This is an optimization exercise on Yosys and OpenROAD, whose aim is small area, not a production implementation.
Only the layout flow was run in this run; the RTL was not checked for function there.
Power and IR drop assume default switching activity.

==> flow/design.v <==
module debounce(
    input rst,clk,
    input btnr,
    output reg key
    );
reg [15:0] cnt;  
reg pls_1k0,pls_1k1;
reg btn0,btn1;
reg [4:0] btn_cnt;  
always@(negedge rst, posedge clk)
begin
    if (rst == 0)
        begin
            btn0 <= 0;  btn1 <= 0;  btn_cnt <= 0;   key <= 0;         
        end
    else if (pls_1k0 & ~pls_1k1)
        begin
            btn0 <= btnr;   btn1 <= btn0;
            if (btn0 ^ btn1)
                btn_cnt <= 0;
            else if (btn_cnt < 30)
                btn_cnt <= btn_cnt + 1;
            if (btn_cnt == 29)
                key <= btn1;
        end
end
always@(negedge rst, posedge clk)
begin
    if (rst == 0)
        begin
            cnt <= 60000;   pls_1k0 <= 0; pls_1k1 <= 0;
        end
    else 
        begin
            pls_1k1 <= pls_1k0;
            if (cnt < 49)    
                cnt <= cnt + 1;
            else
                begin
                    cnt <= 0;
                    pls_1k0 <= ~pls_1k0;    
                end   
        end         
end    
endmodule
module hex2ascii
(
    input 	rst,  
    input 	clk,   
    input 	[15:0] sw,
    output 	reg [7:0] pd0,pd1,pd2,pd3
);
wire [3:0] nb0,nb1,nb2,nb3;
assign nb0 = sw[15:12];
assign nb1 = sw[11:08];
assign nb2 = sw[07:04];
assign nb3 = sw[03:00];
always@(negedge rst, posedge clk)
begin
	if (rst == 0)    
		begin
			pd0 <= 8'hff;	pd1 <= 8'hff;	pd2 <= 8'hff;	pd3 <= 8'hff;
		end
	else
		begin
			if (nb0 < 10)	
				pd0 <= {4'h3, nb0};
			else
				begin
					pd0[7:4] <= 4'h4; 
					pd0[3:0] <= (nb0 - 9);
				end
			if (nb1 < 10)	
				pd1 <= {4'h3, nb1};
			else	
				begin
					pd1[7:4] <= 4'h4; 
					pd1[3:0] <= (nb1 - 9);
				end
			if (nb2 < 10)	
				pd2 <= {4'h3, nb2};
			else
				begin
					pd2[7:4] <= 4'h4; 
					pd2[3:0] <= (nb2 - 9);
				end
			if (nb3 < 10)	
				pd3 <= {4'h3, nb3};
			else			
				begin
					pd3[7:4] <= 4'h4; 
					pd3[3:0] <= (nb3 - 9);
				end
		end
end
endmodule
module ascii2hex
(
    input 	rst,  
    input 	clk,   
    input 	[7:0] pd0,pd1,pd2,pd3,
    output 	[15:0] rpd
);
reg [3:0] nb0,nb1,nb2,nb3;
assign rpd = {nb0,nb1,nb2,nb3};
always@(negedge rst, posedge clk)
begin
	if (rst == 0)    
		begin
			nb0 <= 0;	nb1 <= 0;	nb2 <= 0;	nb3 <= 0;
		end
	else
		begin
			if ((pd0[7:4] == 3) & (pd0[3:0] < 10))
				nb0 <= pd0[3:0];
			else if ((pd0[7:4] == 4) & (pd0[3:0] > 0) & (pd0[3:0] < 7))
				nb0 <= pd0[3:0] + 9;
			if ((pd1[7:4] == 3) & (pd1[3:0] < 10))
				nb1 <= pd1[3:0];
			else if ((pd1[7:4] == 4) & (pd1[3:0] > 0) & (pd1[3:0] < 7))
				nb1 <= pd1[3:0] + 9;
			if ((pd2[7:4] == 3) & (pd2[3:0] < 10))
				nb2 <= pd2[3:0];
			else if ((pd2[7:4] == 4) & (pd2[3:0] > 0) & (pd2[3:0] < 7))
				nb2 <= pd2[3:0] + 9;
			if ((pd3[7:4] == 3) & (pd3[3:0] < 10))
				nb3 <= pd3[3:0];
			else if ((pd3[7:4] == 4) & (pd3[3:0] > 0) & (pd3[3:0] < 7))
				nb3 <= pd3[3:0] + 9;
		end
end
endmodule
module mch_enc_ctl
(
    input   rst,
    input   clk,
    input   start,
    output	reg [1:0] stm,
    output	pls1m,pls2m,
    output  reg [6:0] q80
);
reg st0,st1;    
reg [4:0] q25;
reg [1:0] q4;
assign pls1m = q4[1];
assign pls2m = q4[0];
always@(negedge rst, posedge clk)
begin
    if (rst == 0)
        stm <= 3;
    else if (st0 & ~st1)
    	stm <= 0;
    else if ((q25 == 24) & (q4 == 3))
    	if (q80 == 11)
    		stm <= 1;
    	else if (q80 == 67)
    		stm <= 2;
    	else if (q80 == 79)
    		stm <= 3;
end
always@(negedge rst, posedge clk)
begin
    if (rst == 0)
    	begin
	        q25 <= 31;	q4 <= 3;   q80 <= 127;   
	  	end
    else if (st0 & ~st1)
    	begin
            q25 <= 0; 	q4 <= 0;   q80 <= 0;   
     	end
   	else if (q25 < 24)
   		q25 <= q25 + 1;
  	else if (q4 < 3)
  		begin
  			q25 <= 0;	
  			q4 <= q4 + 1;
  		end
  	else if (q80 < 80)
    	begin
  			q25 <= 0;	q4 <= 0;
  			q80 <= q80 + 1;
	  	end
	else
    	begin
	        q25 <= 31;	q4 <= 3;   q80 <= 127;   
	  	end
end
always@(negedge rst, posedge clk)
begin
    if (rst == 0)
        begin
            st0 <= 0;    st1 <= 0;
        end
    else
        begin
            st0 <= start;   st1 <= st0;
        end
end
endmodule
module mch_enc_p2s(
    input   rst,
    input   clk,
    input   pls_1m,
    input   start,   
    input   [7:0] pd,
    output  reg sdo
    );
reg pl0,pl1;     
reg	st0;
reg [7:0] pdi;
reg [3:0] cnt;
reg sd;
always@(negedge rst, posedge clk)
begin
    if (rst == 0)
        sdo <= 0;
    else
       if (cnt < 8)
           sdo <= sd ^ ~pl1;
       else
           sdo <= 1;
end
always@(negedge rst, posedge clk)
begin
    if (rst == 0)
    	begin
	        sd <= 0;   st0 <= 0;	cnt <= 15;
        end   
    else if (pl1 & ~pl0)
    	begin
    		st0 <= start;
	        sd <= pdi[7];
        	if (st0)
            	cnt <= 0;
            else if (cnt < 7)
           		cnt <= cnt + 1;
          	else
            	cnt <= 15;
      	end
end
always@(negedge rst, posedge clk)
begin
    if (rst == 0)
        pdi <= 0;   
    else if (pl0 & ~pl1)
        if (start)
            pdi <= pd;  
        else 
            pdi <= {pdi[6:0],1'b0};
end
always@(negedge rst, posedge clk)
begin
    if (rst == 0)
        begin
            pl0 <= 0;   pl1 <= 0;   
        end
    else
        begin
            pl0 <= pls_1m;  pl1 <= pl0;
        end
end
endmodule
module mch_tx
(
    input   rst,
    input   clk,
    input   start,
    input   [7:0] pd0,pd1,pd2,pd3,
    output  reg txsd
);
wire [7:0] d_sync,length;
reg [7:0] pd_sel;
wire [1:0] stm;
wire [6:0] q80;
wire pls1m,pls2m;
reg pl0,pl1;	 
wire sdo;
reg p2s_start;
assign d_sync = 8'hcc;
assign length = 8'd04;
always@(negedge rst, posedge clk)
begin
	if (rst == 0)
		pd_sel <= 8'hff;
	else
		case (q80)
		7'd10 :		pd_sel <= d_sync ;
		7'd18 :		pd_sel <= length ;
		7'd26 :		pd_sel <= pd0    ;
		7'd34 :		pd_sel <= pd1    ;
		7'd42 :		pd_sel <= pd2    ;
		7'd50 :		pd_sel <= pd3    ;
		7'd58 :		pd_sel <= d_sync ;
		7'd66 :		pd_sel <= 8'hff ;
		endcase
end
always@(negedge rst, posedge clk)
begin
	if (rst == 0)
		p2s_start <= 0;
	else
		case (q80)
		7'd11 :		p2s_start <= 1;
		7'd19 :		p2s_start <= 1;
		7'd27 :		p2s_start <= 1;
		7'd35 :		p2s_start <= 1;
		7'd43 :		p2s_start <= 1;
		7'd51 :		p2s_start <= 1;
		7'd59 :		p2s_start <= 1;
		default :	p2s_start <= 0;
		endcase
end
always@(negedge rst, posedge clk)
begin
	if (rst == 0)
		begin
			pl0 <= 1;	pl1 <= 1;
			txsd <= 1;
		end
	else
		begin
			pl0 <= pls2m;	pl1 <= pl0;
			if (pl0 & ~pl1)
				case (stm)
				2'd0	:	txsd <= q80[1];		 
				2'd1	:	txsd <= sdo;		 
				2'd2	: 	txsd <= ~q80[1];
				default	:	txsd <= 1;
				endcase
		end
end
mch_enc_p2s u_mch_enc_p2s
(
.rst        (rst        ),
.clk        (clk        ),
.pls_1m    	(pls1m     	),
.start      (p2s_start  ),
.pd         (pd_sel     ),
.sdo        (sdo        )
);
mch_enc_ctl u_mch_enc_ctl
(
.rst        (rst        ),
.clk        (clk        ),
.start  	(start  	),
.pls1m     	(pls1m     	),
.pls2m     	(pls2m     	),
.stm     	(stm     	),
.q80    	(q80    	)
);
endmodule
module mch_rx_ctl
(
    input   rst,
    input   clk,
    input   rxsd,
    output	reg rcv_sd,sy_ok,pls1m,pls2m
);
reg rd0,rd1;
reg rxing;	 
reg [5:0] cnt;
reg pl0,pl1;
reg syok;
reg [7:0] acnt;
reg [4:0] sy_cnt;
always@(negedge rst, posedge clk)
begin
	if (rst == 0)
		sy_ok <= 0;
	else if (pl0 & ~pl1)
		sy_ok <= syok;
end
always@(negedge rst, posedge clk)
begin
	if (rst == 0)
		rcv_sd <= 0;
	else if (syok == 0)
		rcv_sd <= 0;
	else if (pl0 & ~pl1)
		rcv_sd <= rd0 ^ pls1m;
end
always@(negedge rst, posedge clk)
begin
	if (rst == 0)
		syok <= 0;
	else if (rxing == 0)
		syok <= 0;
	else if (pl1 & ~pl0)
		if (acnt >= 136)
			syok <= 0;
		else if (sy_cnt == 24)
			syok <= 1;
		else
			syok <= 0;
end
always@(negedge rst, posedge clk)
begin
	if (rst == 0)
		sy_cnt <= 0;
	else if (rxing == 0)
		sy_cnt <= 0;
	else if (pl0 & ~pl1)
		if (sy_cnt < 4)
			if (rd0 == 0)
				sy_cnt <= sy_cnt + 1;
			else
				sy_cnt <= 31;
		else if (sy_cnt < 8)
			if (rd0 == 1)
				sy_cnt <= sy_cnt + 1;
			else
				sy_cnt <= 31;
		else if (sy_cnt < 12)
			if (rd0 == 0)
				sy_cnt <= sy_cnt + 1;
			else
				sy_cnt <= 31;
		else if (sy_cnt < 16)
			if (rd0 == 1)
				sy_cnt <= sy_cnt + 1;
			else
				sy_cnt <= 31;
		else if (sy_cnt < 20)
			if (rd0 == 0)
				sy_cnt <= sy_cnt + 1;
			else
				sy_cnt <= 31;
		else if (sy_cnt < 24)
			if (rd0 == 1)
				sy_cnt <= sy_cnt + 1;
			else
				sy_cnt <= 31;
end
always@(negedge rst, posedge clk)
begin
	if (rst == 0)
		pls1m <= 1;
	else if (rxing == 0)
		pls1m <= 1;
	else if (pl1 & ~pl0)
		pls1m <= ~acnt[0];
end
always@(negedge rst, posedge clk)
begin
	if (rst == 0)
		acnt <= 0;
	else if (rxing == 0)
		acnt <= 0;
	else if (pl0 & ~pl1)
		if (acnt < 170)
			acnt <= acnt + 1;
end
always@(negedge rst, posedge clk)
begin
	if (rst == 0)
		begin
			pl0 <= 1;	pl1 <= 1;	pls2m <= 1;
		end
	else
		begin
			pl1 <= pl0;	pls2m <= pl0;
			if (cnt < 25)
				pl0 <= 0;
			else 
				pl0 <= 1;   
		end
end
always@(negedge rst, posedge clk)
begin
	if (rst == 0)
		begin
			rxing <= 0;	cnt <= 63;
		end
	else
		if ((rxing == 0) & (rd1 & ~rd0))
			begin
				rxing <= 1;	cnt <= 0;
			end
		else if (rxing == 1)
			begin
				if (rd0 ^ rd1)
					cnt <= 0;
				else if (cnt < 49)
					cnt <= cnt + 1;
				else
					cnt <= 0;
				if (acnt == 170)
					rxing <= 0;
			end
		else
			cnt <= 63;
end
always@(negedge rst, posedge clk)
begin
	if (rst == 0)
		begin
			rd0 <= 1;	rd1 <= 1;
		end
	else
		begin
			rd0 <= rxsd;	rd1 <= rd0;
		end
end
endmodule
module mch_rx_s2p
(
    input   rst,
    input   clk,
    input   pls1m,
    input   sy_ok,
    input   rcv_sd,
    output	reg done,
    output  reg [7:0] length,pd0,pd1,pd2,pd3
);
reg sy0,sy1;	
reg pl0,pl1;	 
reg [2:0] bcnt,bycnt;
reg [7:0] tpd,pd;	
reg flag;	
reg [7:0] ilen,d0,d1,d2,d3;	
always@(negedge rst, posedge clk)
begin
	if (rst == 0)
		done <= 0;
	else if (pl0 & ~pl1)		
		begin
			if (bycnt == 7)
				if ((bcnt == 4) | (bcnt == 5))
					done <= ~flag;
				else
					done <= 0;
		end
end
always@(negedge rst, posedge clk)
begin
	if (rst == 0)
		begin
			length <= 0;	pd0 <= 0;	pd1 <= 0;	pd2 <= 0;	pd3 <= 0;
		end
	else if (pl0 & ~pl1)		
		begin
			if (bcnt == 2)
				if (bycnt == 7)
					if (flag == 0)
						begin
							length <= ilen;
							pd0	<= d0;
							pd1 <= d1;
							pd2 <= d2;
							pd3 <= d3;		
						end
		end
end
always@(negedge rst, posedge clk)
begin
	if (rst == 0)
		begin
			flag <= 0;	ilen <= 0;	d0 <= 0;	d1 <= 0;	d2 <= 0;	d3 <= 0;
		end
	else if (pl0 & ~pl1)		
		begin
			if (bcnt == 3)
				if (bycnt == 1)
					if (pd == 8'hcc)
						flag <= 0;
					else
						flag <= 1;
				else if (bycnt == 2)	ilen <= pd;
				else if (bycnt == 3)	d0 <= pd;
				else if (bycnt == 4)	d1 <= pd;
				else if (bycnt == 5)	d2 <= pd;
				else if (bycnt == 6)	d3 <= pd;			
		end
end
always@(negedge rst, posedge clk)
begin
	if (rst == 0)
		begin
			tpd <= 0;	pd <= 0;
		end
	else if (pl0 & ~pl1)		
		begin
			tpd <= {tpd[6:0],rcv_sd};
			if (bcnt == 7)
				pd <= {tpd[6:0],rcv_sd};
		end
end
always@(negedge rst, posedge clk)
begin
	if (rst == 0)
		begin
			bcnt <= 7;	bycnt <= 7;
		end
	else if (sy0 & ~sy1)		
		begin
			bcnt <= 0;	bycnt <= 0;		
		end
	else if (pl1 & ~pl0)
		if (bcnt < 7)
			bcnt <= bcnt + 1;
		else if (bycnt < 7)
			begin
				bcnt <= 0;	bycnt <= bycnt + 1;
			end
end
always@(negedge rst, posedge clk)
begin
	if (rst == 0)
		begin
			sy0 <= 1;	sy1 <= 1;
			pl0 <= 1;	pl1 <= 1;
		end
	else
		begin
			sy0 <= sy_ok;	sy1 <= sy0;	
			pl0 <= pls1m;	pl1 <= pl0;				
		end
end
endmodule
module mch_rx
(
    input   rst,
    input   clk,
    input   rxsd,
    output	rcv_done,
    output  [7:0] length,pd0,pd1,pd2,pd3
);
reg pl0,pl1;
wire pls1m,pls2m;
wire sy_ok,rcv_sd;
reg dsy_ok,drcv_sd;
mch_rx_s2p u_mch_rx_s2p
(
.rst		(rst		),
.clk		(clk		),
.pls1m		(pls1m		),
.sy_ok		(dsy_ok		),
.rcv_sd		(drcv_sd	),
.done		(rcv_done	),
.length		(length		),
.pd0		(pd0		),
.pd1		(pd1		),
.pd2		(pd2		),
.pd3		(pd3		)
);
always@(negedge rst, posedge clk)
begin
	if (rst == 0)
		begin
			dsy_ok <= 0;	drcv_sd <= 0;
		end
	else if (pl1 & ~pl0)
		begin
			dsy_ok <= sy_ok;	drcv_sd <= rcv_sd;
		end
end
always@(negedge rst, posedge clk)
begin
	if (rst == 0)
		begin
			pl0 <= 1;	pl1 <= 1;
		end
	else
		begin
			pl1 <= pl0;	pl0 <= pls2m;
		end
end
mch_rx_ctl u_mch_rx_ctl
(
.rst		(rst		),
.clk		(clk		),
.rxsd		(rxsd		),
.pls1m		(pls1m		),
.pls2m		(pls2m		),
.rcv_sd		(rcv_sd		),
.sy_ok		(sy_ok		)
);
endmodule
module mch_codec
(
    input 	btnl,  
    input 	clk,   
    input 	btnr,  
    input 	btnd,  
    input 	[15:0] sw,
    input	rxsd,
    output  txsd,
    output	[6:0] seg,
    output  dp,
    output	[3:0] an,
    output 	reg [15:0] led
);
wire 	rst;
wire 	key;
wire 	start;
reg 	k0,k1,lsel;
wire   [7:0] pd0,pd1,pd2,pd3;
wire 	rcv_done;
wire 	[7:0]	rlength,rpd0,rpd1,rpd2,rpd3;
wire 	[15:0]	rpd;
assign seg = 7'b1111111;	 
assign dp = 0;	 
assign an = {lsel,~lsel,~lsel,lsel};
always@(negedge rst, posedge clk)
begin
	if (rst == 0)
		led <= 0;	
	else if (lsel == 0)
		led <= sw;
	else
		led <= rpd;
end
always@(negedge rst, posedge clk)
begin
	if (rst == 0)
		begin
			lsel <= 0;	k0 <= 0;	k1 <= 0;
		end
	else 
		begin
			k0 <= key;	k1 <= k0;
			if (k0 & ~k1)
				lsel <= ~lsel;
		end
end
ascii2hex u_ascii2hex
(
.rst		(rst		),
.clk		(clk		),
.pd0		(rpd0		),
.pd1		(rpd1		),
.pd2		(rpd2		),
.pd3		(rpd3		),
.rpd		(rpd		)
);
mch_rx u_mch_rx
(
.rst		(rst		),
.clk		(clk		),
.rxsd    	(rxsd    	),
.rcv_done	(rcv_done	),
.length		(rlength	),
.pd0		(rpd0		),
.pd1		(rpd1		),
.pd2		(rpd2		),
.pd3		(rpd3		)
);
hex2ascii u_hex2ascii
(
.rst		(rst		),
.clk		(clk		),
.sw	    	(sw	    	),
.pd0		(pd0		),
.pd1		(pd1		),
.pd2		(pd2		),
.pd3		(pd3		)
);
mch_tx u_mch_tx
(
.rst        (rst        ),
.clk        (clk        ),
.start  	(start  	),
.pd0     	(pd0     	),
.pd1     	(pd1     	),
.pd2     	(pd2     	),
.pd3     	(pd3     	),
.txsd    	(txsd    	)
);
debounce u_debounce0
(
.rst        (rst        ),
.clk        (clk        ),
.btnr  		(btnr  		),
.key  		(start  	)
);
debounce u_debounce1
(
.rst        (rst        ),
.clk        (clk        ),
.btnr  		(btnd  		),
.key  		(key	  	)
);
assign rst = ~btnl;
endmodule
==> flow/run.sh <==
#!/bin/bash
# synth_recipe.tcl (not shown) runs the flow's synth.tcl, then flattens the netlist and writes it again
# the make line also repeats each setting of config.mk as NAME=value (left out here)
make -C /OpenROAD-flow-scripts/flow DESIGN_CONFIG=/design/flow/config.mk WORK_HOME=/design/flow/orfs CLKGATE_MAP_FILE= SYNTH_SCRIPT=/design/flow/synth_recipe.tcl finish
==> flow/config.mk <==
export PLATFORM = sky130hd
export DESIGN_NAME = mch_codec
export DESIGN_NICKNAME = mch_codec
export VERILOG_FILES = /design/flow/design.v
export SDC_FILE = /design/flow/constraint.sdc
export NUM_CORES = 4
export LEC_CHECK = 0
export CAP_MARGIN = 20
export CORE_MARGIN = 2
export CORE_UTILIZATION = 40
export SLEW_MARGIN = 20
==> flow/constraint.sdc <==
create_clock -name core_clock -period 10.0 [get_ports {clk}]
set_input_delay 2.0000 -clock core_clock [delete_from_list [all_inputs] [get_ports {clk}]]
set_output_delay 2.0000 -clock core_clock [all_outputs]
set_load 0.01 [all_outputs]
==> results.sh <==
export IMPL_whs_ns=0.3630
export IMPL_cts_buffer_depth=3
export IMPL_synthCells=1024
export IMPL_routed_wl_um=22300
export IMPL_drtIter0Drc=358
export IMPL_dieArea_um2=32340
export IMPL_synth_area_top_cells="dfrtp_1 38%, dfstp_2 20%, mux2_2 8.9%"
export IMPL_core_rowCount=64
export IMPL_fillers=2740
export IMPL_yosys_register_bits=280
export IMPL_cap_violations=0
export IMPL_yosysSeqAreaShare=0.5759
export IMPL_leakage_uw=0.006265
export IMPL_setup_viol=0
export IMPL_max_freq_ghz=0.2357
export IMPL_worst_slew_pin_slew_ns=0.9928
export IMPL_cp_arrival_ns=2.24
export IMPL_max_slew_margin_rel=0.3381
export IMPL_status="timing/DRC/antenna clean"
export IMPL_core_area_um2=30510
export IMPL_crit_type="register to output pin"
export IMPL_netlist_area_um2=12370
export IMPL_cts_resized=0
export IMPL_antenna_left=0
export IMPL_max_vdd_ir_drop_mv=0.1151
export IMPL_hold_class="register to register"
export IMPL_ctsHtreeMaxLevel=2
export IMPL_drive_gt1_frac=0.2413
export IMPL_rsz0062_at_grt="no"
export IMPL_clkTransAtPathRegs_ns=0.06
export IMPL_cts_hold_buffers_added=0
export IMPL_grt_pass1_wl_um=38290
export IMPL_synth_ff_type="dfrtp_1"
export IMPL_cts_sinks=280
export IMPL_end_kind="output pin"
export IMPL_cts_tree="yes"
export IMPL_fin_nets=1151
export IMPL_cp_slowest_cell="dfrtp_1"
export IMPL_post_synth_top_count_cell="dfrtp_1"
export IMPL_cts_root_buf="clkbuf_16"
export IMPL_min_period_ns=4.243
export IMPL_drv_slew=0
export IMPL_synthArstFlopShare=1.000
export IMPL_synth_edf_count=0
export IMPL_crit_family="flip-flops"
export IMPL_yosys_top_cells_count="188 x dfrtp_1, 98 x mux2_2, 92 x dfstp_2"
export IMPL_grt_remaining_overflow=0
export IMPL_antenna_found_initial=0
export IMPL_start_kind="register"
export IMPL_ys_types=78
export IMPL_grt_max_degree=169
export IMPL_finalHoldViolations=0
export IMPL_dpl_hpwl_um=14450
export IMPL_required_ns=8.00
export IMPL_skew_ns=0.01889
export IMPL_multi_input_area_um2=4913
export IMPL_power_density_nw_per_um2=200.4
export IMPL_fp_dieH_um=179.8
export IMPL_grt_pass1_vias=7668
export IMPL_period_share=0.4243
export IMPL_final_seq_area_um2=7122
export IMPL_viasPerCell=5.021
export IMPL_wl_per_cell_um=14.76
export IMPL_start_util=0.4053
export IMPL_vias=7586
export IMPL_setup_tns_ns=0
export IMPL_synth_top_cell_area_share=0.3805
export IMPL_crit_fanout=27
export IMPL_num_io_pins=50
export IMPL_drt_pass1_iterations=5
export IMPL_synth_largest_area_cell="dfrtp_1"
export IMPL_yosysWarningCount=10
export IMPL_area_growth_pct=16.54
export IMPL_syn_area_per_cell_um2=12.08
export IMPL_portBuffers=41
export IMPL_crit_buf_inv=2
export IMPL_path_cells="inv_1, clkdlybuf4s50_1"
export IMPL_post_cts_buffers=0
export IMPL_track_usage=0.1407
export IMPL_clk_latency_ns=0.50
export IMPL_antennaDiodeCount=0
export IMPL_gp_congestion=0.7798
export IMPL_die_w_um=179.8
export IMPL_cts_buffers=34
export IMPL_cp_slowest_stage_delay_ns=0.99
export IMPL_drc_errors=0
-- per-layer routing --
layer	GRT usage	up-vias	wire [um]
li1	-	3718	-
met1	0.1936	3709	10710
met2	0.2261	116	10320
met3	0.02654	43	767
met4	0.04390	0	499
met5	0	-	0
-- cells in the final DEF, fill, tap and decap left out, drive strengths merged, types with 18 or more instances in the layout --
cell	netlist	layout
dfrtp	188	188
mux2	100	100
dfstp	92	92
nand2	75	75
inv	56	58
nor2	53	53
o21ai	51	51
clkbuf	19	47
a21oi	43	43
clkdlybuf4s50	0	41
ha	40	40
nand3	33	33
conb	2	29
xnor2	24	24
mux2i	19	19
nor3	18	18
-- power by group --
group	total, uW	leakage [uW]	switching [uW]	internal [uW]
sequential	1300	0.00348	75.8	1230
clock	1320	0.000597	464	861
combinational	259	0.00219	142	117
total	2890	0.00626	682	2210
-- stage by stage --
step                        util  total power [uW]  cell area [um2]  setup WS, ns  std cells
after CTS                 0.4724              2938            14410         5.712       1511
final                     0.4724              2888            14410         5.757       1511
after detailed placement  0.4322              1589            13190         5.999       1450
after global placement    0.4322              1575            13190         5.999       1450
after floorplan                -              1511            12470        0.4301       1051
after global routing      0.4724              3036            14410         5.616       1511
-- final timing paths --
check	start	to	slack [ns]	cells past startpoint
worst max-delay path	lsel$_DFFE_PP0P_	an[2]	5.76	2
worst min-delay path	u_mch_rx.u_mch_rx_s2p.sy0$_DFF_PP1_	u_mch_rx.u_mch_rx_s2p.sy1$_DFF_PP1_	0.36	0
worst max register to register	u_mch_rx.u_mch_rx_s2p.pl0$_DFF_PP1_	u_mch_rx.u_mch_rx_s2p.pd0[5]$_DFFE_PP0P_	7.73	5
worst min register to register	u_mch_rx.u_mch_rx_s2p.sy0$_DFF_PP1_	u_mch_rx.u_mch_rx_s2p.sy1$_DFF_PP1_	0.36	0
max in group asynchronous	btnl	u_debounce1.cnt[7]$_DFF_PP0_	6.66	3
min in group asynchronous	btnl	u_ascii2hex.nb2[0]$_DFFE_PP0P_	2.02	2
-- logic make-up (layout without fill, tap and decap cells) --
kind of cell	count (synthesis)	in the layout	share of synthesized area
AOI/OAI and AO/OA	174	174	0.09208
xor gates and xnor gates	35	35	0.02479
adders and majority gates	40	40	0.04047
buffers and inverters	96	160	0.03491
DFF	280	280	0.5759
muxes	119	119	0.1067
other	2	29	0.0006073
and+or+nand+nor	278	278	0.1245
-- state kept, by name (all words and copies together) (netlist names), 8 cells and up --
signal / cells
led: 16
u_debounce0.cnt: 16
u_debounce1.cnt: 16
u_mch_rx.u_mch_rx_ctl.acnt: 8
u_mch_rx.u_mch_rx_s2p.d0: 8
u_mch_rx.u_mch_rx_s2p.d1: 8
u_mch_rx.u_mch_rx_s2p.d2: 8
u_mch_rx.u_mch_rx_s2p.d3: 8
u_mch_rx.u_mch_rx_s2p.pd0: 8
u_mch_rx.u_mch_rx_s2p.pd1: 8
u_mch_rx.u_mch_rx_s2p.pd2: 8
u_mch_rx.u_mch_rx_s2p.pd3: 8
u_mch_rx.u_mch_rx_s2p.pd: 8
u_mch_tx.u_mch_enc_p2s.pdi: 8
-- layout make-up --
| type | instances | area share |
|---|---|---|
| clock buffer | 47 | 0.06737 |
| multi-input combinational | 675 | 0.3409 |
| clock inverter | 14 | 0.01762 |
| sequential | 280 | 0.4942 |
| tap | 396 | 0.03438 |
| inverter | 56 | 0.01511 |
| timing repair buffer | 43 | 0.03039 |
-- worst register-to-register path, stage by stage, from the launching register on --
cell     delay (ns)
dfstp_2        0.54
and2b_1        0.43
nand3_1        0.20
nor4_4         0.15
buf_4          0.41
mux2_2         0.41

afterwards: timing with drivers on the ports:
In the flow no input, the clock included, has a driving cell. The finished layout below was timed again as built, in two steps.
Step 1 (the two cells are an assumption about what drives the block):
set clk [get_ports {clk}]
set_driving_cell -lib_cell sky130_fd_sc_hd__clkbuf_16 $clk
set_driving_cell -lib_cell sky130_fd_sc_hd__buf_2 [delete_from_list [all_inputs] $clk]
Step 2 also shifts input and output timing later by t, the mid clock arrival at the registers, as if the neighbouring blocks saw the same clock.
Slacks: no drivers / after step 1 / after step 2; pairs: no drivers / after step 1.
t, ns: 0.537
setup slack, ns: 5.757 / 5.711 / 6.146
worst register clock-pin slew, ns: 0.06 / 0.06
After both steps setup and hold are still met in this run. For this run, drivers alone change the setup slack by -0.046 ns; drivers and shift together by +0.389 ns. The worst setup slack also covers recovery checks on asynchronous resets.
